Background: an optimization exercise with open tools, aiming at small area. Do not read the settings as production practice.
Function was checked by simulation only, so behaviour that the tests miss may differ from the original.
No activity file was given, so power comes from the tool's default toggle rates.

[flow/design.v]
`timescale 1ns / 1ps
module CPUSystem(Clock, Reset, T, Mem_Address, Mem_WData, Mem_RData, Mem_Read, Mem_Write);
    input wire Clock;
    input wire Reset;
    output wire [7:0] T;
    output wire [15:0] Mem_Address;
    output wire [7:0] Mem_WData;
    input wire [7:0] Mem_RData;
    output wire Mem_Read;
    output wire Mem_Write;
    reg [6:0] P;                  
    reg [15:0] IR;
    reg [15:0] R0, R1, R2, R3;    
    reg [15:0] S1, S2;            
    reg [15:0] PC, AR, SP;
    reg Z, C;
    reg wf;                       
    reg [3:0] op;                 
    reg [2:0] asel, bsel;         
    reg [2:0] blsrc;              
    wire p0 = ~|P;
    wire p1 = P[0], p2 = P[1], p4 = P[2], p8 = P[3], p16 = P[4], p32 = P[5], p64 = P[6];
    wire fetch = p1 | p2;
    wire [5:0] D = IR[15:10];
    wire [1:0] RS = IR[9:8];
    wire Sb = IR[9];
    wire [2:0] DST = IR[8:6];
    wire [2:0] SR1 = IR[5:3];
    wire [2:0] SR2 = IR[2:0];
    wire [7:0] IMM = IR[7:0];
    wire iBRA = D == 6'h00, iBNE = D == 6'h01, iBEQ = D == 6'h02;
    wire iBR = iBRA | iBNE | iBEQ;
    wire iPOP = D == 6'h03, iPSH = D == 6'h04;
    wire iINC = D == 6'h05, iDEC = D == 6'h06;
    wire iID = iINC | iDEC;
    wire iMOVS = D == 6'h18;
    wire iONE = (D >= 6'h07 && D <= 6'h0B) || D == 6'h0E || iMOVS;
    wire iTWO = D == 6'h0C || D == 6'h0D || D == 6'h0F || D == 6'h10 ||
                (D >= 6'h15 && D <= 6'h17) || (D >= 6'h19 && D <= 6'h1D);
    wire iMOVH = D == 6'h11, iLDR = D == 6'h12, iSTR = D == 6'h13, iMOVL = D == 6'h14;
    wire iBX = D == 6'h1E, iBL = D == 6'h1F, iLDRIM = D == 6'h20, iSTRIM = D == 6'h21;
    wire iUND = D >= 6'h22;
    wire taken = iBRA | (iBNE & ~Z) | (iBEQ & Z);
    localparam [3:0] F_A = 4'b0000, F_NOT = 4'b0010, F_ADD = 4'b0100, F_ADC = 4'b0101,
                     F_SUB = 4'b0110, F_AND = 4'b0111, F_OR = 4'b1000, F_XOR = 4'b1001,
                     F_NAND = 4'b1010, F_LSL = 4'b1011, F_LSR = 4'b1100, F_ASR = 4'b1101,
                     F_CSL = 4'b1110, F_CSR = 4'b1111;
    reg [3:0] op_dec;
    always @(*) begin
        case (D)
            6'h07: op_dec = F_LSL;
            6'h08: op_dec = F_LSR;
            6'h09: op_dec = F_ASR;
            6'h0A: op_dec = F_CSL;
            6'h0B: op_dec = F_CSR;
            6'h0E: op_dec = F_NOT;
            6'h0C, 6'h1B: op_dec = F_AND;
            6'h0D, 6'h1C: op_dec = F_OR;
            6'h0F, 6'h1D: op_dec = F_XOR;
            6'h10: op_dec = F_NAND;
            6'h15, 6'h19: op_dec = F_ADD;
            6'h16: op_dec = F_ADC;
            6'h17, 6'h1A: op_dec = F_SUB;
            default: op_dec = F_A;
        endcase
    end
    wire [2:0] asrc1 = SR1[2] ? {1'b0, SR1[1:0]} : 3'b100;
    wire [2:0] bsrc2 = SR2[2] ? {1'b0, SR2[1:0]} : 3'b100;
    wire alu_id = p4 & iID & SR1[2];    
    reg set_alu, set_b, wf_n;
    reg [3:0] op_n;
    reg [2:0] asel_n, bsel_n;
    always @(*) begin
        set_alu = 1'b0; set_b = 1'b0; wf_n = 1'b0; op_n = F_A;
        asel_n = {1'b0, RS}; bsel_n = 3'b100;
        if (p4 & (iPSH | iSTR)) set_alu = 1'b1;
        if (alu_id) begin set_alu = 1'b1; asel_n = {1'b0, SR1[1:0]}; end
        if (p8 & (iPSH | iSTR)) set_alu = 1'b1;
        if (p8 & iBX) begin set_alu = 1'b1; asel_n = 3'b100; end
        if (p8 & iONE) begin set_alu = 1'b1; op_n = op_dec; wf_n = iMOVS & Sb; asel_n = asrc1; end
        if (p16 & (iBR | iSTRIM)) begin set_alu = 1'b1; set_b = 1'b1; op_n = F_ADD; asel_n = 3'b100; bsel_n = 3'b100; end
        if (p16 & iTWO) begin set_alu = 1'b1; set_b = 1'b1; op_n = op_dec; wf_n = (D >= 6'h19) & Sb; asel_n = asrc1; bsel_n = bsrc2; end
        if (p16 & iBX) begin set_alu = 1'b1; asel_n = 3'b100; end
        if (p32 & (iBX | iSTRIM)) set_alu = 1'b1;
        if (p32 & iBL) begin set_alu = 1'b1; asel_n = 3'b100; end
        if (p64) set_alu = 1'b1;
    end
    wire [3:0] op_e = set_alu ? op_n : op;
    wire wf_e = set_alu ? wf_n : wf;
    wire [2:0] asel_e = set_alu ? asel_n : asel;
    wire [2:0] bsel_e = set_b ? bsel_n : bsel;
    reg [15:0] A, B;
    always @(*) begin
        case (asel_e)
            3'b000: A = R0;
            3'b001: A = R1;
            3'b010: A = R2;
            3'b011: A = R3;
            default: A = S1;
        endcase
        case (bsel_e)
            3'b000: B = R0;
            3'b001: B = R1;
            3'b010: B = R2;
            3'b011: B = R3;
            default: B = S2;
        endcase
    end
    wire a_sub = (op_e == F_SUB) & ~alu_id;
    wire a_dec = p4 & iDEC;
    wire [15:0] Bx = ({16{~alu_id}} & B) ^ {16{a_sub | a_dec}};
    wire a_cin = a_sub | (alu_id & ~a_dec) | ((op_e == F_ADC) & C);
    wire [16:0] sum = {1'b0, A} + {1'b0, Bx} + {16'b0, a_cin};
    reg [15:0] alu;
    always @(*) begin
        if (alu_id) alu = sum[15:0];
        else case (op_e)
            F_NOT: alu = ~A;
            F_ADD, F_ADC, F_SUB: alu = sum[15:0];
            F_AND: alu = A & B;
            F_OR: alu = A | B;
            F_XOR: alu = A ^ B;
            F_NAND: alu = ~(A & B);
            F_LSL: alu = {A[14:0], 1'b0};
            F_LSR: alu = {1'b0, A[15:1]};
            F_ASR: alu = {A[15], A[15:1]};
            F_CSL: alu = {A[14:0], C};
            F_CSR: alu = {C, A[15:1]};
            default: alu = A;
        endcase
    end
    reg [1:0] dsel;
    always @(*) begin
        if (fetch) dsel = 2'b00;
        else if (iLDR | iSTR | iSTRIM) dsel = 2'b11;
        else if (iPSH | iPOP | iBL | (iBX & ~p4)) dsel = 2'b10;
        else if (p8 & iTWO) dsel = SR2[1:0];
        else if (iID | iONE | iTWO) dsel = SR1[1:0];
        else dsel = 2'b00;
    end
    wire [15:0] Dm = dsel[1] ? (dsel[0] ? AR : SP) : PC;
    wire id_dec = ~fetch & (iPSH | iBX | iDEC);
    wire [15:0] incdec = id_dec ? Dm - 16'd1 : Dm + 16'd1;
    wire dst_we = ~DST[2] & ((p4 & iID) | (p8 & iONE) | (p16 & iTWO));
    wire PC_we = fetch | (dst_we & ~DST[1]) | (p16 & iBR) | (p32 & (iBX | iBL));
    wire SP_we = (p4 & (iPOP | iBL | iPSH)) | (p8 & (iPOP | iPSH | iBX | iBL)) | (p16 & iBX) |
                 (dst_we & DST[1] & ~DST[0]);
    wire AR_we = ((p16 | p32) & iSTRIM) | p64 | (dst_we & DST[1] & DST[0]);
    wire a_use_alu = alu_id | (p8 & iONE) | (p16 & (iTWO | iBR | iSTRIM)) | (p32 & (iBX | iBL));
    wire [15:0] awd = a_use_alu ? alu : incdec;
    wire [1:0] r_idx = (iID | iONE | iTWO) ? DST[1:0] : RS;
    wire r_full = (p4 & iID & DST[2]) | (p4 & (iLDRIM | iLDR)) | (p8 & iPOP) |
                  (p8 & iONE & DST[2]) | (p16 & iTWO & DST[2]);
    wire r_lo = r_full | (p4 & iMOVL);
    wire r_hi = r_full | (p4 & iMOVH) | (p8 & iLDR) | (p16 & iPOP);
    wire s1_full = (p4 & ((iBR & taken) | iBX | ((iONE | iTWO) & ~SR1[2]) | iSTRIM)) | (p8 & iBL);
    wire s1_hi = s1_full | (p16 & iBL);
    wire s2_full = p8 & (iBR | (iTWO & ~SR2[2]) | iSTRIM);
    reg [7:0] blx;
    always @(*) begin
        case (blsrc)
            3'b000, 3'b001: blx = alu[7:0];
            3'b010: blx = Mem_RData;
            3'b011: blx = IMM;
            3'b100, 3'b101: blx = PC[7:0];
            3'b110: blx = SP[7:0];
            default: blx = AR[7:0];
        endcase
    end
    reg [7:0] LB, HB;
    always @(*) begin
        if (iBL) begin LB = blx; HB = 8'h00; end
        else if ((p4 & iID & ~SR1[2])) begin LB = incdec[7:0]; HB = incdec[15:8]; end
        else if ((p4 & iID) | (p8 & iONE) | (p16 & iTWO)) begin LB = alu[7:0]; HB = alu[15:8]; end
        else if (iLDR | iPOP) begin LB = Mem_RData; HB = 8'h00; end
        else if (iMOVH | iMOVL | iLDRIM | (p8 & iSTRIM)) begin LB = IMM; HB = 8'h00; end
        else if (p8 & iBR) begin LB = IMM; HB = {8{IMM[7]}}; end
        else begin LB = Dm[7:0]; HB = Dm[15:8]; end
    end
    wire hionly = (p4 & iMOVH) | (p8 & iLDR) | (p16 & (iPOP | iBL));
    wire [7:0] HW = hionly ? LB : HB;
    reg [2:0] blsrc_n;
    always @(*) begin
        blsrc_n = blsrc;
        if (p4) begin
            if ((iBR & taken) | iBX) blsrc_n = 3'b100;
            if (iID & DST[2]) blsrc_n = SR1[2] ? 3'b000 : {1'b1, SR1[1:0]};
            if (iID & ~DST[2] & ~SR1[2] & blsrc[2]) blsrc_n = {1'b1, SR1[1:0]};
            if ((iONE | iTWO) & ~SR1[2]) blsrc_n = {1'b1, SR1[1:0]};
            if (iMOVH | iMOVL | iLDRIM) blsrc_n = 3'b011;
            if (iLDR) blsrc_n = 3'b010;
            if (iSTRIM) blsrc_n = 3'b111;
        end
        if (p8) begin
            if (iBR | iSTRIM) blsrc_n = 3'b011;
            if (iPOP | iLDR) blsrc_n = 3'b010;
            if (iONE & DST[2]) blsrc_n = 3'b000;
            if (iTWO & ~SR2[2]) blsrc_n = {1'b1, SR2[1:0]};
        end
        if (p16) begin
            if (iPOP) blsrc_n = 3'b010;
            if (iTWO & DST[2]) blsrc_n = 3'b000;
        end
    end
    wire to1_4 = iMOVH | iMOVL | iLDRIM | (iBNE & Z) | (iBEQ & ~Z);
    wire [6:0] P_n;
    assign P_n[0] = p0 | (p4 & to1_4) | (p8 & (iPSH | iID | iONE | iLDR | iSTR)) |
                    (p16 & (iBR | iPOP | iTWO)) | (p32 & (iBX | iBL)) | p64;
    assign P_n[1] = p1;
    assign P_n[2] = p2 | (p4 & iUND);
    assign P_n[3] = p4 & ~to1_4 & ~iUND;
    assign P_n[4] = p8 & (iBR | iPOP | iTWO | iBX | iBL | iSTRIM);
    assign P_n[5] = p16 & (iBX | iBL | iSTRIM);
    assign P_n[6] = p32 & iSTRIM;
    assign T = {1'b0, P};
    assign Mem_Address = Dm;
    assign Mem_Read = fetch | (p4 & iLDR) | (p8 & (iPOP | iLDR | iBL)) | (p16 & (iPOP | iBL));
    assign Mem_Write = (p4 & (iPSH | iSTR)) | (p8 & (iPSH | iSTR | iBX)) | (p16 & iBX) |
                       (p32 & iSTRIM) | p64;
    wire whi = p64 | (p4 & iPSH) | (p8 & (iSTR | iBX));
    assign Mem_WData = whi ? A[15:8] : A[7:0];
    always @(posedge Clock) begin
        if (p1) IR[7:0] <= Mem_RData;
        if (p2) IR[15:8] <= Mem_RData;
        if (s1_full) S1[7:0] <= LB;
        if (s1_hi) S1[15:8] <= HW;
        if (s2_full) S2 <= {HW, LB};
        if (set_b) bsel <= bsel_n;
        if (~Reset) begin
            P <= 7'd0;
            R0 <= 16'd0; R1 <= 16'd0; R2 <= 16'd0; R3 <= 16'd0;
            PC <= 16'd0; AR <= 16'd0; SP <= 16'd255;
            Z <= 1'b0; C <= 1'b0;
            wf <= 1'b0; op <= F_A; asel <= 3'b000; blsrc <= 3'b000;
        end else begin
            P <= P_n;
            if (r_lo & (r_idx == 2'd0)) R0[7:0] <= LB;
            if (r_hi & (r_idx == 2'd0)) R0[15:8] <= HW;
            if (r_lo & (r_idx == 2'd1)) R1[7:0] <= LB;
            if (r_hi & (r_idx == 2'd1)) R1[15:8] <= HW;
            if (r_lo & (r_idx == 2'd2)) R2[7:0] <= LB;
            if (r_hi & (r_idx == 2'd2)) R2[15:8] <= HW;
            if (r_lo & (r_idx == 2'd3)) R3[7:0] <= LB;
            if (r_hi & (r_idx == 2'd3)) R3[15:8] <= HW;
            if (PC_we) PC <= awd;
            if (SP_we) SP <= awd;
            if (AR_we) AR <= awd;
            if (wf_e) begin
                Z <= alu == 16'd0;
                if (op_e == F_ADD || op_e == F_SUB) C <= sum[16];
            end
            wf <= wf_e; op <= op_e; asel <= asel_e;
            blsrc <= blsrc_n;
        end
    end
endmodule
[flow/run.sh]
#!/bin/bash
# synth_recipe.tcl (not shown) runs the flow's synth.tcl, then flattens the netlist and writes it again
# the make line also repeats each setting of config.mk as NAME=value (left out here)
make -C /OpenROAD-flow-scripts/flow DESIGN_CONFIG=/design/flow/config.mk WORK_HOME=/design/flow/orfs CLKGATE_MAP_FILE= SYNTH_SCRIPT=/design/flow/synth_recipe.tcl finish
[flow/config.mk]
export PLATFORM = sky130hd
export DESIGN_NAME = CPUSystem
export DESIGN_NICKNAME = CPUSystem
export VERILOG_FILES = /design/flow/design.v
export SDC_FILE = /design/flow/constraint.sdc
export NUM_CORES = 4
export LEC_CHECK = 0
export ABC_AREA = 1
export CAP_MARGIN = 20
export CORE_MARGIN = 2
export CORE_UTILIZATION = 40
export SLEW_MARGIN = 20
[flow/constraint.sdc]
create_clock -name core_clock -period 12.0 [get_ports {Clock}]
set_input_delay 2.4000 -clock core_clock [delete_from_list [all_inputs] [get_ports {Clock}]]
set_output_delay 2.4000 -clock core_clock [all_outputs]
set_load 0.01 [all_outputs]
==> results.yml, run 1 <==
run_status:
  status: "finished clean"
sta:
  clock_skew_ns: 0.0144
  grt_setup_unrepaired: "false"
  finalSetupTns_ns: 0
  fin_crit_ns: 7.83
  maxSlewHeadroom: 0.296
  max_clock_freq_mhz: 128
  slew_viol_final: 0
  setup_viol: 0
  finalCritPeriodShare: 0.653
  worst_slew_pin_slew_ns: 1.05
  hold_violations: 0
die:
  die_w_um: 195
  die_area_um2: 38100
  coreArea_um2: 35700
  core.rowCount: 69
  die_height_um: 195
  start_util: 0.409
  num_io_pins: 44
setup_path:
  crit_type: "reg -> out"
  end_kind: "output pin"
  crit_path_start_kind: "flop"
  arrival_ns: 5.43
  cp_max_fo: 29
  crit_required_ns: 9.60
logic_synthesis:
  synth-xor-area-share: 0.0240
  synthSimpleGateAreaFrac: 0.310
  ys_top_cells_by_count: "nand2_1, inv_1, nor2_1, o21ai_0, a21oi_1"
  synth_compound_area_frac: 0.200
  syn_area_um2: 14600
  yosysUniqueCellTypes: 63
  synth_adder_area_share: 0.0598
  synth_warnings: 1
  synth_top_area_cell: "dfxtp_1"
  async_reset_ff_frac: 0
  ys_seq_elements: 187
  synth_nets: 2362
  postSynthAreaPerCell_um2: 6.40
  ys_top_cells_by_area: "dfxtp_1, nand2_1, edfxtp_1"
  synth_cells: 2284
  synth_top_family_by_area: "simple AND/OR/NAND/NOR gates"
  ys.flop_type: "dfxtp_1"
  synth.most_common_cell: "nand2_1"
  yosysSeqAreaShare: 0.289
  synth_top_area_frac: 0.191
  synthMuxAreaShare: 0
  synth_enable_flop_cells: 48
grt:
  grtUsageMet1: 0.394
  use_met3: 0.0470
  top_usage_layer: "met2"
  use_met2: 0.421
  antenna_found_initial: 0
  grt_pass1_vias: 14077
  grt_pass1_wl_um: 81800
  grt_overflow: 0
  grt.total_usage: 0.277
  grt_max_degree: 79
hold_path:
  hold_class: "reg -> reg"
clocking:
  cts_tree: "yes"
  clkSinkCount: 187
  clockRootBuffer: "clkbuf_16"
  post_cts_resize_count: 0
  cts-hold-fix-buffers: 0
  post_cts_buffers: 0
  clock_latency_ns: 0.46
  h-tree-depth: 4
  cts_buffer_depth: 2
  clk_pin_slew_ns: 0.07
  numCtsBuffers: 17
placed_design:
  dp_hpwl_um: 39900
  io_buffers: 42
  gp_congestion: 0.960
pwr:
  leakage_nw: 7.73
  total_power_mw: 1.64
  power_density_nw_per_um2: 103
  ir_drop_mv: 0.107
detailed_routing:
  routed_wl_um: 52300
  drc_errors: 0
  vias: 15233
  ant_nets: 0
  wl_per_cell_um: 19.1
  routed_via_density: 5.55
  drtIter0Drc: 1789
  dr.pass1.iters: 6
flow_run:
  cap_violations: 0
cells_and_area:
  fillers: 3784
  nets: 2348
  drive_gt1_frac: 0.0727
  postLayoutCoreUtil: 0.444
  antennaDiodeCount: 0
  syn_to_final_growth_pct: 8.69
## critical path: stages (launching register included)
cell,delay [ns]
edfxtp_1,0.47
nor2_2,0.28
nand3_1,0.16
nor2_1,0.23
nand3_2,0.45
nand2_1,0.35
nor2_4,0.10
nand2_8,0.12
inv_6,0.06
nand2_1,0.09
nand2_2,0.26
nor2_2,0.89
nand2_1,0.25
o21ai_1,0.20
nor2_1,0.08
nand2_1,0.23
nand2_1,0.09
o21ai_0,0.08
clkdlybuf4s50_1,0.55
## registers in the layout (all words and copies together) (netlist names), 16 cells and up, named ones only
name  count
AR       16
IR       16
PC       16
R0       16
R1       16
R2       16
R3       16
S1       16
S2       16
SP       16
## layout make-up
type,count,area (um2),share of cell area
Clock buffer,20,437,0.0275
Clock inverter,12,139,0.00875
Inverter,343,1290,0.0814
Multi-Input combinational cell,1666,8690,0.547
Sequential cell,187,4220,0.266
Tap cell,461,577,0.0363
Timing Repair Buffer,55,517,0.0326
## layout by cell type (no fill, tap or decap), types with 36 or more instances in the layout
cell and instances:
dfxtp_1 139, clkdlybuf4s50_1 41, nand2_1 539, ha_1 65
o21ai_0 196, nand3_1 142, nand2_2 42, nor2_1 204
a21oi_1 176, edfxtp_1 48, inv_1 304, nand4_1 36
## logic make-up after synthesis
group                    Yosys count
AND/OR/NAND/NOR                 1038
AO/OA/AOI/OAI                    519
buffers and inverters            431
flip-flops                       187
adder cells (fa/ha/maj)           68
XOR/XNOR                          40
other                              1
## power by group
part,internal [mW],leakage [nW],switching [mW]
Clock,0.310,0.269,0.269
Sequential,0.673,1.57,0.0208
Combinational,0.113,5.89,0.257
## final timing paths
check | depth (start not counted) | slack, ns | end | start
setup reg to reg | 39 | 4.73 | Z | IR[15]
hold reg to reg | 2 | 0.50 | SP[7] | SP[7]
setup / recovery | 18 | 4.17 | Mem_WData[6] | IR[15]
hold / removal | 2 | 0.50 | SP[7] | SP[7]
## stage by stage
stage          hold WS, ns  setup WS [ns]  cell area [um2]  std cells
6_report             0.504           4.17            15900       2744
5_1_grt              0.539           3.64            15900       2744
4_1_cts              0.506           4.19            15900       2744
3_5_place_dp         0.487           4.70            15300       2712
3_3_place_gp         0.482           4.86            15300       2711
2_1_floorplan        0.458           6.64            14600       2284
## routing by layer
layer | up-vias | share of wire
met4 | 0 | 0.030
met5 | - | 0
met2 | 677 | 0.43
met3 | 91 | 0.091
met1 | 7018 | 0.45
li1 | 7447 | -
==> run 2: changes to the inputs <==
--- a/flow/design.v
+++ b/flow/design.v
@@ -107,27 +107,41 @@
         endcase
     end
-    wire a_sub = (op_e == F_SUB) & ~alu_id;
-    wire a_dec = p4 & iDEC;
-    wire [15:0] Bx = ({16{~alu_id}} & B) ^ {16{a_sub | a_dec}};
-    wire a_cin = a_sub | (alu_id & ~a_dec) | ((op_e == F_ADC) & C);
-    wire [16:0] sum = {1'b0, A} + {1'b0, Bx} + {16'b0, a_cin};
-    reg [15:0] alu;
-    always @(*) begin
-        if (alu_id) alu = sum[15:0];
-        else case (op_e)
-            F_NOT: alu = ~A;
-            F_ADD, F_ADC, F_SUB: alu = sum[15:0];
-            F_AND: alu = A & B;
-            F_OR: alu = A | B;
-            F_XOR: alu = A ^ B;
-            F_NAND: alu = ~(A & B);
-            F_LSL: alu = {A[14:0], 1'b0};
-            F_LSR: alu = {1'b0, A[15:1]};
-            F_ASR: alu = {A[15], A[15:1]};
-            F_CSL: alu = {A[14:0], C};
-            F_CSR: alu = {C, A[15:1]};
-            default: alu = A;
-        endcase
-    end
+    reg [3:0] tt;
+    reg [1:0] gt;
+    reg a_cin, shl, shr, sin;
+    always @(*) begin
+        tt = 4'b1100; gt = 2'b00; a_cin = 1'b0; shl = 1'b0; shr = 1'b0; sin = 1'b0;
+        if (alu_id) begin
+            if (iDEC) begin tt = 4'b0011; gt = 2'b11; end
+            else a_cin = 1'b1;
+        end else case (op_e)
+            F_NOT: tt = 4'b0011;
+            F_ADD: begin tt = 4'b0110; gt = 2'b10; end
+            F_ADC: begin tt = 4'b0110; gt = 2'b10; a_cin = C; end
+            F_SUB: begin tt = 4'b1001; gt = 2'b01; a_cin = 1'b1; end
+            F_AND: tt = 4'b1000;
+            F_OR: tt = 4'b1110;
+            F_XOR: tt = 4'b0110;
+            F_NAND: tt = 4'b0111;
+            F_LSL: shl = 1'b1;
+            F_CSL: begin shl = 1'b1; sin = C; end
+            F_LSR: shr = 1'b1;
+            F_ASR: begin shr = 1'b1; sin = A[15]; end
+            F_CSR: begin shr = 1'b1; sin = C; end
+            default: ;
+        endcase
+    end
+    wire [15:0] ap, ag;
+    wire [16:0] ac;
+    assign ac[0] = a_cin;
+    genvar i;
+    generate for (i = 0; i < 16; i = i + 1) begin : alu_bit
+        assign ap[i] = tt[{A[i], B[i]}];
+        assign ag[i] = A[i] & gt[B[i]];
+        assign ac[i+1] = ag[i] | (ap[i] & ac[i]);
+    end endgenerate
+    wire [15:0] apx = shl ? {A[14:0], sin} : shr ? {sin, A[15:1]} : ap;
+    wire [15:0] alu = apx ^ ac[15:0];
+    wire cout = ac[16];
     reg [1:0] dsel;
     always @(*) begin
@@ -141,5 +155,11 @@
     wire [15:0] Dm = dsel[1] ? (dsel[0] ? AR : SP) : PC;
     wire id_dec = ~fetch & (iPSH | iBX | iDEC);
-    wire [15:0] incdec = id_dec ? Dm - 16'd1 : Dm + 16'd1;
+    wire id_pass = (p4 & (iBR | iBX | iONE | iTWO | iSTRIM)) | (p8 & iTWO);
+    wire [16:0] idc_c;
+    assign idc_c[0] = ~id_pass;
+    generate for (i = 0; i < 16; i = i + 1) begin : idc_bit
+        assign idc_c[i+1] = idc_c[i] & (Dm[i] ^ id_dec);
+    end endgenerate
+    wire [15:0] incdec = Dm ^ idc_c[15:0];
     wire dst_we = ~DST[2] & ((p4 & iID) | (p8 & iONE) | (p16 & iTWO));
     wire PC_we = fetch | (dst_we & ~DST[1]) | (p16 & iBR) | (p32 & (iBX | iBL));
@@ -148,5 +168,5 @@
     wire AR_we = ((p16 | p32) & iSTRIM) | p64 | (dst_we & DST[1] & DST[0]);
     wire a_use_alu = alu_id | (p8 & iONE) | (p16 & (iTWO | iBR | iSTRIM)) | (p32 & (iBX | iBL));
-    wire [15:0] awd = a_use_alu ? alu : incdec;
+    wire [15:0] Y = a_use_alu ? alu : incdec;    
     wire [1:0] r_idx = (iID | iONE | iTWO) ? DST[1:0] : RS;
     wire r_full = (p4 & iID & DST[2]) | (p4 & (iLDRIM | iLDR)) | (p8 & iPOP) |
@@ -171,10 +191,8 @@
     always @(*) begin
         if (iBL) begin LB = blx; HB = 8'h00; end
-        else if ((p4 & iID & ~SR1[2])) begin LB = incdec[7:0]; HB = incdec[15:8]; end
-        else if ((p4 & iID) | (p8 & iONE) | (p16 & iTWO)) begin LB = alu[7:0]; HB = alu[15:8]; end
         else if (iLDR | iPOP) begin LB = Mem_RData; HB = 8'h00; end
         else if (iMOVH | iMOVL | iLDRIM | (p8 & iSTRIM)) begin LB = IMM; HB = 8'h00; end
         else if (p8 & iBR) begin LB = IMM; HB = {8{IMM[7]}}; end
-        else begin LB = Dm[7:0]; HB = Dm[15:8]; end
+        else begin LB = Y[7:0]; HB = Y[15:8]; end
     end
     wire hionly = (p4 & iMOVH) | (p8 & iLDR) | (p16 & (iPOP | iBL));
@@ -243,10 +261,10 @@
             if (r_lo & (r_idx == 2'd3)) R3[7:0] <= LB;
             if (r_hi & (r_idx == 2'd3)) R3[15:8] <= HW;
-            if (PC_we) PC <= awd;
-            if (SP_we) SP <= awd;
-            if (AR_we) AR <= awd;
+            if (PC_we) PC <= Y;
+            if (SP_we) SP <= Y;
+            if (AR_we) AR <= Y;
             if (wf_e) begin
                 Z <= alu == 16'd0;
-                if (op_e == F_ADD || op_e == F_SUB) C <= sum[16];
+                if (op_e == F_ADD || op_e == F_SUB) C <= cout;
             end
             wf <= wf_e; op <= op_e; asel <= asel_e;
==> flow/flow/run.sh (new file) <==
#!/bin/bash
# Standard synthesis, then an area re-mapping of the combinational logic (flip-flops kept),
# then the standard layout from floorplan to finish.
set -euo pipefail
W=$(pwd)
RES=$W/orfs/results/sky130hd/CPUSystem/base
bash standard.sh synth > "$W/flow_synth.log" 2>&1
cp "$RES/1_2_yosys.v" "$W/std_1_2_yosys.v"
bash flow/remap.sh "$W/std_1_2_yosys.v" "$W/remap_1_2_yosys.v" > "$W/flow_remap.log" 2>&1
cp "$W/remap_1_2_yosys.v" "$RES/1_2_yosys.v"
touch "$RES/1_2_yosys.v"
BUFFER_PORTS_ARGS="-buffer_cell sky130_fd_sc_hd__buf_1" \
CTS_ARGS="-sink_clustering_enable -repair_clock_nets -dont_use_dummy_load" \
  bash standard.sh finish > "$W/flow_finish.log" 2>&1
==> flow/flow/dontuse.txt (new file) <==
-dont_use sky130_fd_sc_hd__lpflow_bleeder_1 -dont_use sky130_fd_sc_hd__lpflow_clkbufkapwr_1 -dont_use sky130_fd_sc_hd__lpflow_clkbufkapwr_16 -dont_use sky130_fd_sc_hd__lpflow_clkbufkapwr_2 -dont_use sky130_fd_sc_hd__lpflow_clkbufkapwr_4 -dont_use sky130_fd_sc_hd__lpflow_clkbufkapwr_8 -dont_use sky130_fd_sc_hd__lpflow_clkinvkapwr_1 -dont_use sky130_fd_sc_hd__lpflow_clkinvkapwr_16 -dont_use sky130_fd_sc_hd__lpflow_clkinvkapwr_2 -dont_use sky130_fd_sc_hd__lpflow_clkinvkapwr_4 -dont_use sky130_fd_sc_hd__lpflow_clkinvkapwr_8 -dont_use sky130_fd_sc_hd__lpflow_decapkapwr_12 -dont_use sky130_fd_sc_hd__lpflow_decapkapwr_3 -dont_use sky130_fd_sc_hd__lpflow_decapkapwr_4 -dont_use sky130_fd_sc_hd__lpflow_decapkapwr_6 -dont_use sky130_fd_sc_hd__lpflow_decapkapwr_8 -dont_use sky130_fd_sc_hd__lpflow_inputiso0n_1 -dont_use sky130_fd_sc_hd__lpflow_inputiso0p_1 -dont_use sky130_fd_sc_hd__lpflow_inputiso1n_1 -dont_use sky130_fd_sc_hd__lpflow_inputiso1p_1 -dont_use sky130_fd_sc_hd__lpflow_inputisolatch_1 -dont_use sky130_fd_sc_hd__lpflow_isobufsrc_1 -dont_use sky130_fd_sc_hd__lpflow_isobufsrc_16 -dont_use sky130_fd_sc_hd__lpflow_isobufsrc_2 -dont_use sky130_fd_sc_hd__lpflow_isobufsrc_4 -dont_use sky130_fd_sc_hd__lpflow_isobufsrc_8 -dont_use sky130_fd_sc_hd__lpflow_isobufsrckapwr_16 -dont_use sky130_fd_sc_hd__lpflow_lsbuf_lh_hl_isowell_tap_1 -dont_use sky130_fd_sc_hd__lpflow_lsbuf_lh_hl_isowell_tap_2 -dont_use sky130_fd_sc_hd__lpflow_lsbuf_lh_hl_isowell_tap_4 -dont_use sky130_fd_sc_hd__lpflow_lsbuf_lh_isowell_4 -dont_use sky130_fd_sc_hd__lpflow_lsbuf_lh_isowell_tap_1 -dont_use sky130_fd_sc_hd__lpflow_lsbuf_lh_isowell_tap_2 -dont_use sky130_fd_sc_hd__lpflow_lsbuf_lh_isowell_tap_4 -dont_use sky130_fd_sc_hd__probe_p_8 -dont_use sky130_fd_sc_hd__probec_p_8 
==> flow/flow/remap.abc (new file) <==
&get -n
&st
&syn2
&dch -f
&nf -a -R 1000
&st
&syn2
&dch -f
&nf -a -R 1000
&put
==> flow/flow/remap.sh (new file) <==
#!/bin/bash
# Re-map the combinational logic of a synthesised netlist for area with ABC.
# Every flip-flop instance is kept as it is (cell type and name).
# usage: remap.sh IN.v OUT.v
set -euo pipefail
IN=$1; OUT=$2
HERE=$(cd "$(dirname "$0")" && pwd)
LIB=$FLOW_HOME/platforms/sky130hd/lib/sky130_fd_sc_hd__tt_025C_1v80.lib
YOSYS=$FLOW_HOME/../tools/install/yosys/bin/yosys
[[ -x $YOSYS ]] || YOSYS=yosys
SEQ=$(grep -o "sky130_fd_sc_hd__[a-z0-9_]*" "$IN" | sort -u | grep -E "__(df|edf|sdf|dlx|dlr|dlc|sdl)" | tr '\n' ' ')
DU=$(cat "$HERE/dontuse.txt")
cat > remap.ys <<EOS
read_liberty -ignore_miss_func $LIB
blackbox $SEQ
read_verilog $IN
hierarchy -top CPUSystem
flatten
opt_clean -purge
abc -script $HERE/remap.abc -liberty $LIB $DU
opt_clean -purge
hilomap -singleton -hicell sky130_fd_sc_hd__conb_1 HI -locell sky130_fd_sc_hd__conb_1 LO
splitnets
opt_clean -purge
stat -liberty $LIB
write_verilog -noattr -noexpr -nohex -nodec $OUT
EOS
"$YOSYS" -s remap.ys
==> flow/standard.sh (new file) <==
#!/bin/bash
# synth_recipe.tcl (not shown) runs the flow's synth.tcl, then flattens the netlist and writes it again
# the make line also repeats each setting of config.mk as NAME=value (left out here)
make -C /OpenROAD-flow-scripts/flow DESIGN_CONFIG=/design/flow/config.mk WORK_HOME=/design/flow/orfs CLKGATE_MAP_FILE= SYNTH_SCRIPT=/design/flow/synth_recipe.tcl "${@:-finish}"
--- a/flow/config.mk
+++ b/flow/config.mk
@@ -7,6 +7,7 @@
 export LEC_CHECK = 0
 export ABC_AREA = 1
-export CAP_MARGIN = 20
+export CAP_MARGIN = 0
 export CORE_MARGIN = 2
 export CORE_UTILIZATION = 40
-export SLEW_MARGIN = 20
+export GPL_TIMING_DRIVEN = 0
+export SLEW_MARGIN = 0
removed: flow/run.sh
==> run 2 against run 1 <==
Compared with the run above: still clean on timing, DRC and antenna; clock power is 17% lower; non-clock buffer count is 3 higher; routed wire length is 23% lower; sequential share of layout area is 8.0 points higher; flip-flop and latch count stayed put; die area is 25% lower; combinational power is 22% lower; clock skew is 0.012 ns higher; critical endpoint is now S1[15]; largest cell class unchanged; highest routed layer unchanged.
==> results.yml, run 2 <==
die:
  die_area_um2: 28400
  die_height_um: 169
  core.rowCount: 60
  die_w_um: 169
  num_io_pins: 44
  coreArea_um2: 26800
  start_util: 0.404
setup_path:
  crit_buf_inv: 3
  crit_slowest_cell: "edfxtp_1"
  crit_required_ns: 12.16
  end_kind: "flop"
  path_common_cell: "a21oi_1"
  critical-path-top-delay-family: "compound AO/OA/AOI/OAI gates"
  arrival_ns: 11.61
  cp_max_fo: 27
  max_stage_delay_ns: 0.74
  crit_type: "reg -> reg"
  crit_path_start_kind: "flop"
grt:
  grtUsageMet1: 0.381
  antenna_found_initial: 0
  grt.total_usage: 0.275
  use_met3: 0.0365
  use_met2: 0.436
  grt_overflow: 0
  grt_max_degree: 58
  top_usage_layer: "met2"
  grt_pass1_wl_um: 60700
  grt_pass1_vias: 10275
sta:
  hold_violations: 0
  grt_setup_unrepaired: "false"
  slew_viol_final: 0
  worst_slew_pin_slew_ns: 1.33
  clock_skew_ns: 0.0267
  maxSlewHeadroom: 0.112
  layout_setup_ws_ns: 0.548
  max_clock_freq_mhz: 87.3
  finalSetupTns_ns: 0
  setup_viol: 0
  fin_crit_ns: 11.45
  fin_worst_hold_slack_ns: 0.507
  finalCritPeriodShare: 0.954
logic_synthesis:
  postSynthAreaPerCell_um2: 7.69
  synth_warnings: 1
  syn_area_um2: 10800
  synth_cells: 1409
  synth_nets: 1419
detailed_routing:
  ant_nets: 0
  drc_errors: 0
  routed_via_density: 6.36
  drtIter0Drc: 1439
  vias: 11600
  routed_wl_um: 40200
  dr.pass1.iters: 6
  wl_per_cell_um: 22.1
cells_and_area:
  layout_commonest_cell: "o21ai_0"
  final_cell_mix: "o21ai_0, a21oi_1, nand2_1"
  nets: 1496
  fillers: 2691
  antennaDiodeCount: 0
  drive_gt1_frac: 0.0391
  postLayoutCoreUtil: 0.456
  fin_area_um2: 12200
  syn_to_final_growth_pct: 12.8
pwr:
  power_density_nw_per_um2: 120
  leakage_nw: 4.19
  ir_drop_mv: 0.0923
  comb_power_share: 0.195
  p_switching_uw: 462
  clock_power_share: 0.327
  seqPwrFrac: 0.478
  p_int_mw: 1.01
  swShare: 0.314
run_status:
  status: "finished clean"
clocking:
  clockRootBuffer: "clkbuf_16"
  clock_latency_ns: 0.44
  numCtsBuffers: 17
  cts_buffer_depth: 2
  cts_tree: "yes"
  clk_pin_slew_ns: 0.07
  h-tree-depth: 4
  clkSinkCount: 187
placed_design:
  place_area_um2: 11700
  dp_hpwl_um: 28100
  io_buffers: 42
  gp_congestion: 0.963
  dp_slack_ns: -0.951
flow_run:
  cap_violations: 0
hold_path:
  hold_class: "reg -> reg"
==> run 2: power by group through the flow <==
stage	clock network, mW	logic, mW	registers, mW
global placement	0	0.271	0.716
global route	0.506	0.312	0.706
CTS	0.484	0.281	0.703
detailed placement	0	0.280	0.717
finish	0.481	0.287	0.703
floorplan	0	0.181	0.706
==> run 2: layer usage <==
metal  routed length, um  vias to the layer above
met5                   0                        -
met4                1510                        0
met3                3330                      102
met2               18100                      636
met1               17300                     5440
li1                    -                     5422
==> run 2: timing repair <==
item,4_1_cts,5_1_grt
gates resized for setup,5,6
buffers inserted,0,1
setup endpoints to repair,27,17
pin swaps,0,0
cloned,0,0
hold buffers,0,0
==> run 2: cell type report <==
type	instances	area, um2	share of cell area
timing repair buffer	58	400	0.0328
clock buffer	17	425	0.0348
sequential	187	4220	0.346
inverter	46	173	0.0141
tap	341	427	0.0349
multi-input combinational	1176	6570	0.538
==> run 2: path summary, 6_finish.rpt <==
kind / slack [ns] / start / to / cells past startpoint
min: 0.51 / SP[2] / SP[2] / 2
max: 0.55 / IR[11] / S1[15] / 48
min reg2reg: 0.51 / SP[2] / SP[2] / 2
max reg2reg: 0.55 / IR[11] / S1[15] / 48
==> run 2: tightest hold or removal path, stage by stage, from the launching register on <==
cell     delay [ns]
dfxtp_1        0.35
mux2i_1        0.07
nand2_1        0.06
==> run 2: metrics by stage <==
step	std cells	total power, mW
floorplan	1409	0.887
global placement	1792	0.987
detailed placement	1807	0.996
CTS	1824	1.47
global route	1825	1.52
finish	1825	1.47
==> run 3: changes to the inputs <==
--- a/flow/flow/run.sh
+++ b/flow/flow/run.sh
@@ -10,5 +10,3 @@
 cp "$W/remap_1_2_yosys.v" "$RES/1_2_yosys.v"
 touch "$RES/1_2_yosys.v"
-BUFFER_PORTS_ARGS="-buffer_cell sky130_fd_sc_hd__buf_1" \
-CTS_ARGS="-sink_clustering_enable -repair_clock_nets -dont_use_dummy_load" \
-  bash standard.sh finish > "$W/flow_finish.log" 2>&1
+bash standard.sh finish > "$W/flow_finish.log" 2>&1
--- a/flow/config.mk
+++ b/flow/config.mk
@@ -7,7 +7,6 @@
 export LEC_CHECK = 0
 export ABC_AREA = 1
-export CAP_MARGIN = 0
+export CAP_MARGIN = 20
 export CORE_MARGIN = 2
 export CORE_UTILIZATION = 40
-export GPL_TIMING_DRIVEN = 0
-export SLEW_MARGIN = 0
+export SLEW_MARGIN = 20
==> run 3 against run 2 <==
Compared with the run above: total power increased by 8.3%; combinational power is 6% higher; count of clock-buffer cells in the layout did not move; die area stayed put; worst setup slack gained 1.5 ns; worst hold slack improved by 0.00054 ns; routed wire length is 0.38% higher; still clean on timing, DRC and antenna; non-clock buffer count up 18; highest routed layer unchanged; maximum frequency grew 15%; first-iteration DRC count shrank 0.90%; critical path depth is 4 lower; via count is 0.62% lower.
==> results.yml, run 3 <==
sta:
  finalCritPeriodShare: 0.828
  worst_slew_pin_slew_ns: 1.02
  slew_viol_final: 0
  setup_viol: 0
  fin_crit_ns: 9.93
  hold_violations: 0
  grt_setup_unrepaired: "false"
  maxSlewHeadroom: 0.315
  clock_skew_ns: 0.0147
  max_clock_freq_mhz: 101
  finalSetupTns_ns: 0
grt:
  grt_pass1_wl_um: 63600
  grt_pass1_vias: 10993
  grt.total_usage: 0.286
  grt_overflow: 0
  grt_max_degree: 68
  antenna_found_initial: 0
detailed_routing:
  wl_per_cell_um: 21.7
  routed_wl_um: 40400
  drtIter0Drc: 1426
  ant_nets: 0
  routed_via_density: 6.20
  vias: 11528
  dr.pass1.iters: 6
  drc_errors: 0
die:
  coreArea_um2: 26800
  start_util: 0.404
  die_w_um: 169
  die_height_um: 169
  core.rowCount: 60
  die_area_um2: 28400
  num_io_pins: 44
cells_and_area:
  syn_to_final_growth_pct: 16.3
  layout_commonest_cell: "o21ai_0"
  nets: 1514
  fillers: 2676
  antennaDiodeCount: 0
  final_cell_mix: "o21ai_0, a21oi_1, nand2_1"
  fin_area_um2: 12600
  drive_gt1_frac: 0.0501
  multi_input_comb_area_um2: 6480
  seq_area_um2: 4220
setup_path:
  critical-path-top-delay-family: "compound AO/OA/AOI/OAI gates"
  cp-endpoint: "S1[15]"
  r2r_start: "IR[10]"
  worstReg2RegEnd: "S1[15]"
  end_kind: "flop"
  ff2ff_setup_slack_ns: 2.07
  cp.depth: 44
  arrival_ns: 10.12
  crit_required_ns: 12.18
  max_stage_delay_ns: 0.69
  cp_max_fo: 21
  crit_path_start_kind: "flop"
  path_common_cell: "a21oi_1"
  crit_buf_inv: 2
  cp-startpoint: "IR[10]"
  crit_slowest_cell: "nor2_1"
  rr_worst_depth: 44
  crit_type: "reg -> reg"
clocking:
  clock_latency_ns: 0.45
  clockRootBuffer: "clkbuf_16"
  clk_pin_slew_ns: 0.08
  numCtsBuffers: 17
  post_cts_resize_count: 0
  clkSinkCount: 187
  cts-hold-fix-buffers: 0
  h-tree-depth: 4
  cts_tree: "yes"
  cts_buffer_depth: 2
  post_cts_buffers: 0
logic_synthesis:
  synth_cells: 1409
  postSynthAreaPerCell_um2: 7.69
  synth_warnings: 1
  synth_nets: 1419
  syn_area_um2: 10800
run_status:
  status: "finished clean"
placed_design:
  io_buffers: 42
  gp_congestion: 0.931
  place_area_um2: 12000
  dp_hpwl_um: 29000
hold_path:
  hold_class: "reg -> reg"
flow_run:
  cap_violations: 0
pwr:
  leakage_nw: 4.39
  ir_drop_mv: 0.0659
  power_density_nw_per_um2: 127
run 3: worst register-to-register path: cells and delay by family (launching register included):
| kind | cells | cell delay [ns] |
|---|---|---|
| compound gates | 25 | 5.02 |
| simple gates | 16 | 3.16 |
| flops | 1 | 0.65 |
| xor+xnor | 1 | 0.41 |
| buf+inv | 2 | 0.40 |
run 3: layout make-up:
| class | instances | area share |
|---|---|---|
| multi-input cells | 1176 | 0.514 |
| well taps | 341 | 0.0339 |
| flip-flops and latches | 187 | 0.335 |
| clock inverters | 15 | 0.0154 |
| inverters | 46 | 0.0137 |
| clock buffers | 17 | 0.0338 |
| repair buffers | 76 | 0.0535 |
run 3: worst min path at each step:
stage | cells past startpoint | endpoint | slack, ns | startpoint
final | 2 | SP[5] | 0.51 | SP[5]
after global placement | 2 | SP[2] | 0.49 | SP[2]
after floorplan | 2 | SP[5] | 0.46 | SP[5]
after global routing | 2 | SP[5] | 0.55 | SP[5]
after CTS | 2 | SP[5] | 0.51 | SP[5]
after detailed placement | 2 | SP[5] | 0.49 | SP[5]
run 3: per-stage QoR:
stage / util / std cells / power, mW / setup WS, ns / hold WS, ns
final: 0.470 / 1858 / 1.59 / 2.07 / 0.508
after global routing: 0.470 / 1858 / 1.65 / 1.13 / 0.545
after CTS: 0.470 / 1858 / 1.59 / 2.32 / 0.513
after detailed placement: 0.446 / 1826 / 1.01 / 2.38 / 0.493
after global placement: 0.446 / 1826 / 1.01 / 2.63 / 0.493
after floorplan: - / 1409 / 0.887 / 2.46 / 0.464
run 3: metal layers:
layer	vias up	GRT usage	wire, um
li1	5478	-	-
met1	5421	0.387	17400
met2	536	0.460	18400
met3	93	0.0440	2980
met4	0	0.118	1560
met5	-	0	0
run 3: report_power, final:
group / switching [mW] / internal [mW]
clock network: 0.302 / 0.285
logic: 0.200 / 0.105
registers: 0.0263 / 0.675
==> run 4: changes to the inputs <==
--- a/flow/design.v
+++ b/flow/design.v
@@ -9,5 +9,6 @@
     output wire Mem_Read;
     output wire Mem_Write;
-    reg [6:0] P;                  
+    reg [2:0] ST;                 
+    wire [6:0] P;
     reg [15:0] IR;
     reg [15:0] R0, R1, R2, R3;    
@@ -19,5 +20,6 @@
     reg [2:0] asel, bsel;         
     reg [2:0] blsrc;              
-    wire p0 = ~|P;
+    assign P = {ST == 3'd7, ST == 3'd6, ST == 3'd5, ST == 3'd4, ST == 3'd3, ST == 3'd2, ST == 3'd1};
+    wire p0 = ST == 3'd0;
     wire p1 = P[0], p2 = P[1], p4 = P[2], p8 = P[3], p16 = P[4], p32 = P[5], p64 = P[6];
     wire fetch = p1 | p2;
@@ -177,23 +179,13 @@
     wire s1_hi = s1_full | (p16 & iBL);
     wire s2_full = p8 & (iBR | (iTWO & ~SR2[2]) | iSTRIM);
-    reg [7:0] blx;
-    always @(*) begin
-        case (blsrc)
-            3'b000, 3'b001: blx = alu[7:0];
-            3'b010: blx = Mem_RData;
-            3'b011: blx = IMM;
-            3'b100, 3'b101: blx = PC[7:0];
-            3'b110: blx = SP[7:0];
-            default: blx = AR[7:0];
-        endcase
-    end
-    reg [7:0] LB, HB;
-    always @(*) begin
-        if (iBL) begin LB = blx; HB = 8'h00; end
-        else if (iLDR | iPOP) begin LB = Mem_RData; HB = 8'h00; end
-        else if (iMOVH | iMOVL | iLDRIM | (p8 & iSTRIM)) begin LB = IMM; HB = 8'h00; end
-        else if (p8 & iBR) begin LB = IMM; HB = {8{IMM[7]}}; end
-        else begin LB = Y[7:0]; HB = Y[15:8]; end
-    end
+    wire bl_alu = iBL & ~blsrc[2] & ~blsrc[1];
+    wire bl_q = iBL & blsrc[2];
+    wire sel_mem = iLDR | iPOP | (iBL & ~blsrc[2] & blsrc[1] & ~blsrc[0]);
+    wire sel_imm = iMOVH | iMOVL | iLDRIM | (p8 & (iBR | iSTRIM)) | (iBL & ~blsrc[2] & blsrc[1] & blsrc[0]);
+    wire sel_y = ~(iBL | iLDR | iPOP | iMOVH | iMOVL | iLDRIM | (p8 & (iBR | iSTRIM)));
+    wire [7:0] Q = blsrc[1] ? (blsrc[0] ? AR[7:0] : Dm[7:0]) : PC[7:0];
+    wire [7:0] LB = ({8{sel_y}} & Y[7:0]) | ({8{bl_alu}} & alu[7:0]) | ({8{sel_mem}} & Mem_RData) |
+                    ({8{sel_imm}} & IMM) | ({8{bl_q}} & Q);
+    wire [7:0] HB = ({8{sel_y}} & Y[15:8]) | ({8{p8 & iBR}} & {8{IMM[7]}});
     wire hionly = (p4 & iMOVH) | (p8 & iLDR) | (p16 & (iPOP | iBL));
     wire [7:0] HW = hionly ? LB : HB;
@@ -246,5 +238,5 @@
         if (set_b) bsel <= bsel_n;
         if (~Reset) begin
-            P <= 7'd0;
+            ST <= 3'd0;
             R0 <= 16'd0; R1 <= 16'd0; R2 <= 16'd0; R3 <= 16'd0;
             PC <= 16'd0; AR <= 16'd0; SP <= 16'd255;
@@ -252,5 +244,5 @@
             wf <= 1'b0; op <= F_A; asel <= 3'b000; blsrc <= 3'b000;
         end else begin
-            P <= P_n;
+            ST <= {P_n[3] | P_n[4] | P_n[5] | P_n[6], P_n[1] | P_n[2] | P_n[5] | P_n[6], P_n[0] | P_n[2] | P_n[4] | P_n[6]};
             if (r_lo & (r_idx == 2'd0)) R0[7:0] <= LB;
             if (r_hi & (r_idx == 2'd0)) R0[15:8] <= HW;
--- a/flow/flow/run.sh
+++ b/flow/flow/run.sh
@@ -10,3 +10,5 @@
 cp "$W/remap_1_2_yosys.v" "$RES/1_2_yosys.v"
 touch "$RES/1_2_yosys.v"
-bash standard.sh finish > "$W/flow_finish.log" 2>&1
+BUFFER_PORTS_ARGS="-buffer_cell sky130_fd_sc_hd__buf_1" \
+CTS_ARGS="-sink_clustering_enable -repair_clock_nets -dont_use_dummy_load -buf_list sky130_fd_sc_hd__clkbuf_8 -sink_clustering_size 25" \
+  bash standard.sh finish > "$W/flow_finish.log" 2>&1
--- a/flow/config.mk
+++ b/flow/config.mk
@@ -7,6 +7,7 @@
 export LEC_CHECK = 0
 export ABC_AREA = 1
-export CAP_MARGIN = 20
+export CAP_MARGIN = 0
 export CORE_MARGIN = 2
 export CORE_UTILIZATION = 40
-export SLEW_MARGIN = 20
+export GPL_TIMING_DRIVEN = 0
+export SLEW_MARGIN = 0
==> run 4 against run 3 <==
Compared with the run above: core utilization shrank 1.8 points; highest routed layer unchanged; die area is 2.1% lower; total power down 20%; global-route usage fell by 2.7 points; critical path type unchanged; critical path depth down 1; sequential power decreased by 3.3%; critical endpoint unchanged; register-to-register slack lost 0.91 ns; via count is 7.8% lower; largest cell class unchanged; flip-flop and latch count fell by 4; still clean.
==> results.yml, run 4 <==
detailed_routing:
  vias: 10634
  ant_nets: 0
  drtIter0Drc: 1317
  routed_wl_um: 36500
  routed_via_density: 6.16
  wl_per_cell_um: 21.2
  dr.pass1.iters: 6
  drc_errors: 0
setup_path:
  cp.depth: 43
  rr_worst_depth: 43
  path_common_cell: "a21oi_1"
  crit_required_ns: 12.17
  max_stage_delay_ns: 0.85
  cp_max_fo: 17
  cp-endpoint: "S1[15]"
  worstReg2RegEnd: "S1[15]"
  crit_type: "reg -> reg"
  end_kind: "flop"
  r2r_start: "IR[12]"
  arrival_ns: 11.01
  crit_buf_inv: 2
  ff2ff_setup_slack_ns: 1.16
  crit_path_start_kind: "flop"
  critical-path-top-delay-family: "simple AND/OR/NAND/NOR gates"
  crit_slowest_cell: "nor2_1"
  cp-startpoint: "IR[12]"
die:
  coreArea_um2: 26100
  die_w_um: 167
  num_io_pins: 44
  core.rowCount: 59
  die_area_um2: 27800
  start_util: 0.407
  die_height_um: 167
logic_synthesis:
  synth_nets: 1324
  synth_cells: 1314
  syn_area_um2: 10600
  synth_warnings: 1
  postSynthAreaPerCell_um2: 8.07
pwr:
  power_density_nw_per_um2: 108
  comb_power_share: 0.215
  p_switching_uw: 406
  leakage_nw: 4.08
  ir_drop_mv: 0.0699
  p_int_uw: 869
  clock_power_share: 0.253
  swShare: 0.319
  total_power_mw: 1.27
  seqPwrFrac: 0.532
clocking:
  post_cts_resize_count: 0
  cts-hold-fix-buffers: 0
  post_cts_buffers: 0
  cts_buffer_depth: 2
  h-tree-depth: 4
  clockRootBuffer: "clkbuf_8"
  clk_pin_slew_ns: 0.09
  clock_latency_ns: 0.48
  cts_tree: "yes"
  numCtsBuffers: 17
  clkSinkCount: 183
sta:
  clock_skew_ns: 0.0416
  fin_worst_hold_slack_ns: 0.489
  maxSlewHeadroom: 0.0469
  grt_setup_unrepaired: "false"
  finalCritPeriodShare: 0.904
  finalSetupTns_ns: 0
  setup_viol: 0
  hold_violations: 0
  slew_viol_final: 0
  max_clock_freq_mhz: 92.2
  worst_slew_pin_slew_ns: 1.42
  fin_crit_ns: 10.84
hold_path:
  hold_class: "reg -> reg"
  whs_path_depth: 2
cells_and_area:
  antennaDiodeCount: 0
  layout_commonest_cell: "a21oi_1"
  final_cell_mix: "a21oi_1, o21ai_0, nor2_1"
  drive_gt1_frac: 0.0374
  syn_to_final_growth_pct: 11.1
  nets: 1402
  postLayoutCoreUtil: 0.452
  finalNonFillerCells: 1725
placed_design:
  dp_hpwl_um: 26500
  gp_congestion: 0.947
  io_buffers: 42
  place_inst: 1707
grt:
  antenna_found_initial: 0
  grt_pass1_wl_um: 56900
  grt.total_usage: 0.260
  grt_overflow: 0
  grt_max_degree: 43
  grt_pass1_vias: 9777
flow_run:
  cap_violations: 0
run_status:
  status: "finished clean"
[run 4: per-stage QoR]
step                instance area, um2  worst slack, ns
finish                           11800             1.16
global route                     11800           0.0422
CTS                              11700            0.687
detailed placement               11500            0.732
global placement                 11200            -1.27
floorplan                        10600             2.88
[run 4: tightest hold or removal path: stages, from the launching register on]
cell and delay [ns]:
dfxtp_1 0.32, nand2_1 0.05, o211ai_1 0.07
[run 4: final cells by class]
cell class | count | area (um2)
Tap cell | 335 | 419
Timing Repair Buffer | 59 | 404
Clock buffer | 17 | 234
Fill cell | 2613 | 14300
Multi-Input combinational cell | 1086 | 6400
Sequential cell | 183 | 4140
Inverter | 45 | 169
[run 4: metal layers]
layer,share of wire,vias up,track usage
met4,0.023,0,0.0858
met3,0.077,47,0.0482
li1,-,5139,-
met5,0,-,0
met2,0.43,450,0.393
met1,0.47,4998,0.373
[run 4: power by group through the flow]
stage | registers (mW) | logic (mW) | clock network [mW]
floorplan | 0.684 | 0.173 | 0
global placement | 0.691 | 0.254 | 0
detailed placement | 0.691 | 0.267 | 0
CTS | 0.677 | 0.269 | 0.326
global route | 0.680 | 0.300 | 0.351
finish | 0.678 | 0.274 | 0.323
[run 4: worst min path at each step]
stage	startpoint	end	slack [ns]
after floorplan	SP[0]	SP[0]	0.45
after global placement	SP[4]	SP[4]	0.47
after detailed placement	SP[6]	SP[6]	0.47
after CTS	SP[6]	SP[6]	0.49
after global routing	SP[6]	SP[6]	0.51
final	SP[4]	SP[4]	0.49
==> run 5: changes to the inputs <==
--- a/flow/flow/run.sh
+++ b/flow/flow/run.sh
@@ -11,4 +11,4 @@
 touch "$RES/1_2_yosys.v"
 BUFFER_PORTS_ARGS="-buffer_cell sky130_fd_sc_hd__buf_1" \
-CTS_ARGS="-sink_clustering_enable -repair_clock_nets -dont_use_dummy_load -buf_list sky130_fd_sc_hd__clkbuf_8 -sink_clustering_size 25" \
+CTS_ARGS="-sink_clustering_enable -repair_clock_nets -dont_use_dummy_load -buf_list sky130_fd_sc_hd__clkbuf_16 -sink_clustering_size 50 -sink_clustering_max_diameter 200" \
   bash standard.sh finish > "$W/flow_finish.log" 2>&1
==> flow/flow/remap.sh (replaced) <==
#!/bin/bash
# Re-map the combinational logic of a synthesised netlist for area with ABC, trying each
# remap*.abc script beside this file and keeping the smallest result.
# Every flip-flop instance is kept as it is (cell type and name).
# usage: remap.sh IN.v OUT.v
set -euo pipefail
IN=$1; OUT=$2
HERE=$(cd "$(dirname "$0")" && pwd)
LIB=$FLOW_HOME/platforms/sky130hd/lib/sky130_fd_sc_hd__tt_025C_1v80.lib
YOSYS=$FLOW_HOME/../tools/install/yosys/bin/yosys
[[ -x $YOSYS ]] || YOSYS=yosys
SEQ=$(grep -o "sky130_fd_sc_hd__[a-z0-9_]*" "$IN" | sort -u | grep -E "__(df|edf|sdf|dlx|dlr|dlc|sdl)" | tr '\n' ' ')
DU=$(cat "$HERE/dontuse.txt")
run_one() {
  local SCR=$1 N
  N=$(basename "$SCR" .abc)
  cat > $N.ys <<EOS
read_liberty -ignore_miss_func $LIB
blackbox $SEQ
read_verilog $IN
hierarchy -top CPUSystem
flatten
opt_clean -purge
abc -script $SCR -liberty $LIB $DU
opt_clean -purge
hilomap -singleton -hicell sky130_fd_sc_hd__conb_1 HI -locell sky130_fd_sc_hd__conb_1 LO
splitnets
opt_clean -purge
stat -liberty $LIB
write_verilog -noattr -noexpr -nohex -nodec $N.v
EOS
  "$YOSYS" -l $N.log -s $N.ys > /dev/null 2>&1 || echo "$N failed"
}
for SCR in "$HERE"/remap*.abc; do run_one "$SCR" & done
wait
BEST=""; BESTA=""
for SCR in "$HERE"/remap*.abc; do
  N=$(basename "$SCR" .abc)
  [[ -s $N.v ]] || continue
  A=$(grep "Chip area for module" $N.log | tail -1 | awk '{print $NF}')
  echo "$N area $A"
  if [[ -n "$A" ]] && { [[ -z "$BESTA" ]] || awk -v a="$A" -v b="$BESTA" 'BEGIN{exit !(a<b)}'; }; then
    BEST=$N; BESTA=$A
  fi
done
echo "chosen $BEST area $BESTA"
cp $BEST.v "$OUT"
==> flow/flow/remap1.abc (new file) <==
strash
ifraig
dc2
balance; rewrite; refactor; balance; rewrite; rewrite -z; balance; refactor -z; rewrite -z; balance
dch -f
amap -F 100 -A 50
strash
dc2
balance; rewrite; refactor; balance; rewrite; rewrite -z; balance; refactor -z; rewrite -z; balance
dch -f
amap -F 100 -A 50
==> flow/flow/remap2.abc (new file) <==
strash
ifraig
dc2
balance; rewrite; refactor; balance; rewrite; rewrite -z; balance; refactor -z; rewrite -z; balance
dch -f
amap -F 100 -A 50
strash
ifraig
dc2
balance; rewrite; refactor; balance; rewrite; rewrite -z; balance; refactor -z; rewrite -z; balance
dch -f
amap -F 100 -A 50
strash
ifraig
dc2
balance; rewrite; refactor; balance; rewrite; rewrite -z; balance; refactor -z; rewrite -z; balance
dch -f
amap -F 100 -A 50
==> flow/flow/remap3.abc (new file) <==
strash
ifraig
dc2
balance; rewrite; refactor; balance; rewrite; rewrite -z; balance; refactor -z; rewrite -z; balance
dch -f
amap -F 100 -A 50
==> flow/flow/remap4.abc (new file) <==
strash
dc2
balance; rewrite; refactor; balance; rewrite; rewrite -z; balance; refactor -z; rewrite -z; balance
dch -f
amap
topo
==> flow/flow/remap5.abc (new file) <==
&get -n
&st
&syn2
&dch -f
&nf -a -R 1000
&st
&syn2
&dch -f
&nf -a -R 1000
&put
==> flow/flow/remap6.abc (new file) <==
strash
ifraig
dc2
balance; rewrite; refactor; balance; rewrite; rewrite -z; balance; refactor -z; rewrite -z; balance
balance; rewrite; refactor; balance; rewrite; rewrite -z; balance; refactor -z; rewrite -z; balance
dch -f
amap -F 200 -A 100
==> flow/flow/remap7.abc (new file) <==
strash
ifraig
dc2
balance; rewrite; refactor; balance; rewrite; rewrite -z; balance; refactor -z; rewrite -z; balance
dc2
dch -f -r
amap -F 100 -A 50
==> flow/flow/remap8.abc (new file) <==
strash
ifraig
dc2
balance; rewrite; refactor; balance; rewrite; rewrite -z; balance; refactor -z; rewrite -z; balance
dch -f
amap -F 100 -A 50
strash
ifraig
dc2
balance; rewrite; refactor; balance; rewrite; rewrite -z; balance; refactor -z; rewrite -z; balance
dch -f
amap -F 100 -A 50
strash
ifraig
dc2
balance; rewrite; refactor; balance; rewrite; rewrite -z; balance; refactor -z; rewrite -z; balance
dch -f
amap -F 100 -A 50
strash
ifraig
dc2
balance; rewrite; refactor; balance; rewrite; rewrite -z; balance; refactor -z; rewrite -z; balance
dch -f
amap -F 100 -A 50
==> flow/flow/remap9.abc (new file) <==
strash
ifraig
dc2
balance; rewrite; refactor; balance; rewrite; rewrite -z; balance; refactor -z; rewrite -z; balance
dch -f
amap -F 100 -A 50
strash
dc2
balance; rewrite; refactor; balance; rewrite; rewrite -z; balance; refactor -z; rewrite -z; balance
dch -f
amap -F 100 -A 50
strash
dc2
balance; rewrite; refactor; balance; rewrite; rewrite -z; balance; refactor -z; rewrite -z; balance
dch -f
amap -F 100 -A 50
strash
dc2
balance; rewrite; refactor; balance; rewrite; rewrite -z; balance; refactor -z; rewrite -z; balance
dch -f
amap -F 100 -A 50
strash
dc2
balance; rewrite; refactor; balance; rewrite; rewrite -z; balance; refactor -z; rewrite -z; balance
dch -f
amap -F 100 -A 50
==> flow/flow/remapA.abc (new file) <==
&get -n
&st
&syn2
&dch -f
&nf -a -R 1000
&st
&dc2
&dch -f
&nf -a -R 1000
&put
==> flow/flow/remapB.abc (new file) <==
strash
ifraig
dc2
balance; rewrite; refactor; balance; rewrite; rewrite -z; balance; refactor -z; rewrite -z; balance
dch
amap -F 100 -A 50
strash
dc2
balance; rewrite; refactor; balance; rewrite; rewrite -z; balance; refactor -z; rewrite -z; balance
dch
amap -F 100 -A 50
==> flow/flow/remapC.abc (new file) <==
strash
ifraig
dc2
balance; rewrite; refactor; balance; rewrite; rewrite -z; balance; refactor -z; rewrite -z; balance
dch -f
amap -F 100 -A 50
strash
dch -f
amap -F 200 -A 100
--- a/flow/config.mk
+++ b/flow/config.mk
@@ -7,7 +7,7 @@
 export LEC_CHECK = 0
 export ABC_AREA = 1
-export CAP_MARGIN = 0
+export CAP_MARGIN = 10
 export CORE_MARGIN = 2
 export CORE_UTILIZATION = 40
 export GPL_TIMING_DRIVEN = 0
-export SLEW_MARGIN = 0
+export SLEW_MARGIN = 10
removed: flow/flow/remap.abc
==> run 5 against run 4 <==
Compared with the run above: worst setup slack hardly changed; flip-flop and latch count stayed put; via count is 1.6% higher; routed wire length is 5.5% higher; final cell count is 5.8% lower; global-route usage is 3.0 points higher; count of clock-buffer cells in the layout stayed put; critical path type unchanged; largest power group unchanged.
==> results.yml, run 5 <==
run_status:
  status: "finished clean"
cells_and_area:
  syn_to_final_growth_pct: 12.7
  layout_commonest_cell: "clkinv_1"
  antennaDiodeCount: 0
  fillers: 2365
  nets: 1313
  drive_gt1_frac: 0.0423
  seq_area_um2: 4140
  finalNonFillerCells: 1625
  multi_input_comb_area_um2: 5310
  final_cell_mix: "clkinv_1, nor2_1, dfxtp_1"
  fin_area_um2: 11300
flow_run:
  cap_violations: 0
sta:
  max_clock_freq_mhz: 92.2
  slew_viol_final: 0
  clock_skew_ns: 0.0477
  maxSlewHeadroom: 0.218
  hold_violations: 0
  worst_slew_pin_slew_ns: 1.16
  setup_viol: 0
  fin_crit_ns: 10.84
  finalCritPeriodShare: 0.904
setup_path:
  crit_type: "reg -> reg"
  arrival_ns: 11.17
  ff2ff_setup_slack_ns: 1.16
  crit_required_ns: 12.33
  end_kind: "flop"
  path_common_cell: "nor2_1"
  crit_path_start_kind: "flop"
  cp_max_fo: 17
  max_stage_delay_ns: 0.59
  crit_slowest_cell: "edfxtp_1"
detailed_routing:
  wl_per_cell_um: 23.7
  routed_via_density: 6.65
  drc_errors: 0
  routed_wl_um: 38500
  drtIter0Drc: 1422
  vias: 10809
  dr.pass1.iters: 6
  ant_nets: 0
clocking:
  clockRootBuffer: "clkbuf_16"
  numCtsBuffers: 17
  clk_pin_slew_ns: 0.07
  cts-hold-fix-buffers: 0
  cts_buffer_depth: 2
  cts_tree: "yes"
  h-tree-depth: 4
  clock_latency_ns: 0.46
  clkSinkCount: 183
placed_design:
  place_inst: 1606
  place_area_um2: 10800
  dp_hpwl_um: 27700
  io_buffers: 42
  gp_congestion: 0.994
logic_synthesis:
  synth_cells: 1227
  postSynthAreaPerCell_um2: 8.18
  synth_warnings: 1
  syn_area_um2: 10000
  synth_nets: 1237
die:
  core.rowCount: 57
  die_w_um: 162
  die_height_um: 162
  die_area_um2: 26400
  num_io_pins: 44
  coreArea_um2: 24500
  start_util: 0.410
grt:
  grt.total_usage: 0.289
  grt_overflow: 0
  grt_max_degree: 47
  grt_pass1_wl_um: 58500
  antenna_found_initial: 0
  grt_pass1_vias: 9768
pwr:
  power_density_nw_per_um2: 126
  leakage_nw: 3.59
  ir_drop_mv: 0.0744
hold_path:
  hold_class: "reg -> reg"
-- run 5: layer usage --
layer | track usage | part of all wire
met5 | 0 | 0
met4 | 0.109 | 0.033
met3 | 0.0558 | 0.094
met2 | 0.441 | 0.44
met1 | 0.407 | 0.43
-- run 5: critical path: cells and delay by family, from the launching register on --
| kind | cells | cell delay, ns |
|---|---|---|
| AND/OR/NAND/NOR | 37 | 5.34 |
| AO/OA/AOI/OAI | 11 | 2.85 |
| flip-flops | 1 | 0.59 |
| buffers and inverters | 8 | 1.95 |
-- run 5: cell type report --
class	count	area share
clock buffer	17	0.0376
inverter	182	0.0605
multi-input combinational	862	0.470
sequential	183	0.366
tap	324	0.0358
timing repair buffer	57	0.0302
-- run 5: final timing paths --
path                             start  endpoint  cells after the start
worst max register to register  IR[10]    R0[15]                     56
worst max-delay path            IR[10]    R0[15]                     56
worst min-delay path             R2[8]     R2[8]                      2
worst min register to register   R2[8]     R2[8]                      2
-- run 5: timing repair --
| action | 4_1_cts | 5_1_grt |
|---|---|---|
| gates resized for setup | 0 | 10 |
| setup buffers | 0 | 2 |
| endpoints found under the setup margin | 0 | 29 |
-- run 5: metrics by stage --
stage	setup slack (ns)	TNS (ns)	hold slack, ns	power, mW	utilization
5_1_grt	-0.0203	-0.0278	0.471	1.47	0.462
4_1_cts	0.608	0	0.456	1.42	0.460
6_report	1.16	0	0.456	1.42	0.462
3_3_place_gp	-1.57	-47.53	0.442	0.944	0.433
3_5_place_dp	0.679	0	0.448	0.952	0.443
2_1_floorplan	2.61	0	0.431	0.845	-
-- run 5: where the power goes --
| group | switching (mW) | internal [mW] | leakage, nW | total [mW] |
|---|---|---|---|---|
| logic | 0.204 | 0.0705 | 1.85 | 0.274 |
| clock network | 0.227 | 0.247 | 0.209 | 0.473 |
| registers | 0.0162 | 0.660 | 1.53 | 0.676 |
| total | 0.446 | 0.977 | 3.59 | 1.42 |

[afterwards: timing with drivers on the ports]
No port has a modelled driver above. Below, the same layouts with a new extraction and two added sets of constraints. Step 1 (the two cells are an assumption about what drives the block):
set clk [get_ports {Clock}]
set_driving_cell -lib_cell sky130_fd_sc_hd__clkbuf_16 $clk
set_driving_cell -lib_cell sky130_fd_sc_hd__buf_2 [delete_from_list [all_inputs] $clk]
Step 2 moves the port delays by t, midway between the first and last clock arrival at a register: inputs arrive t later, outputs are due t later. That takes back most of the time a late clock gives input paths. a / b / c = ideal / step 1 / step 2; a / b = the first two.
| run | t (ns) | slack for setup (ns) | worst setup path after step 2 | latest minus earliest clock arrival (ns) | worst register clock-pin slew, ns |
|---|---|---|---|---|---|
| run 1 | 0.499 | 4.166 / 4.116 / 4.615 | register to output | 0.015 / 0.014 | 0.08 / 0.08 |
| run 2 | 0.482 | 0.548 / 0.548 / 0.548 | register to register | 0.027 / 0.027 | 0.09 / 0.09 |
| run 3 | 0.494 | 2.069 / 2.069 / 2.069 | register to register | 0.015 / 0.014 | 0.08 / 0.08 |
| run 4 | 0.503 | 1.158 / 1.158 / 1.158 | register to register | 0.041 / 0.042 | 0.11 / 0.11 |
| run 5 | 0.483 | 1.157 / 1.157 / 1.157 | register to register | 0.048 / 0.048 | 0.09 / 0.09 |
After both steps setup and hold are still met in every run listed.
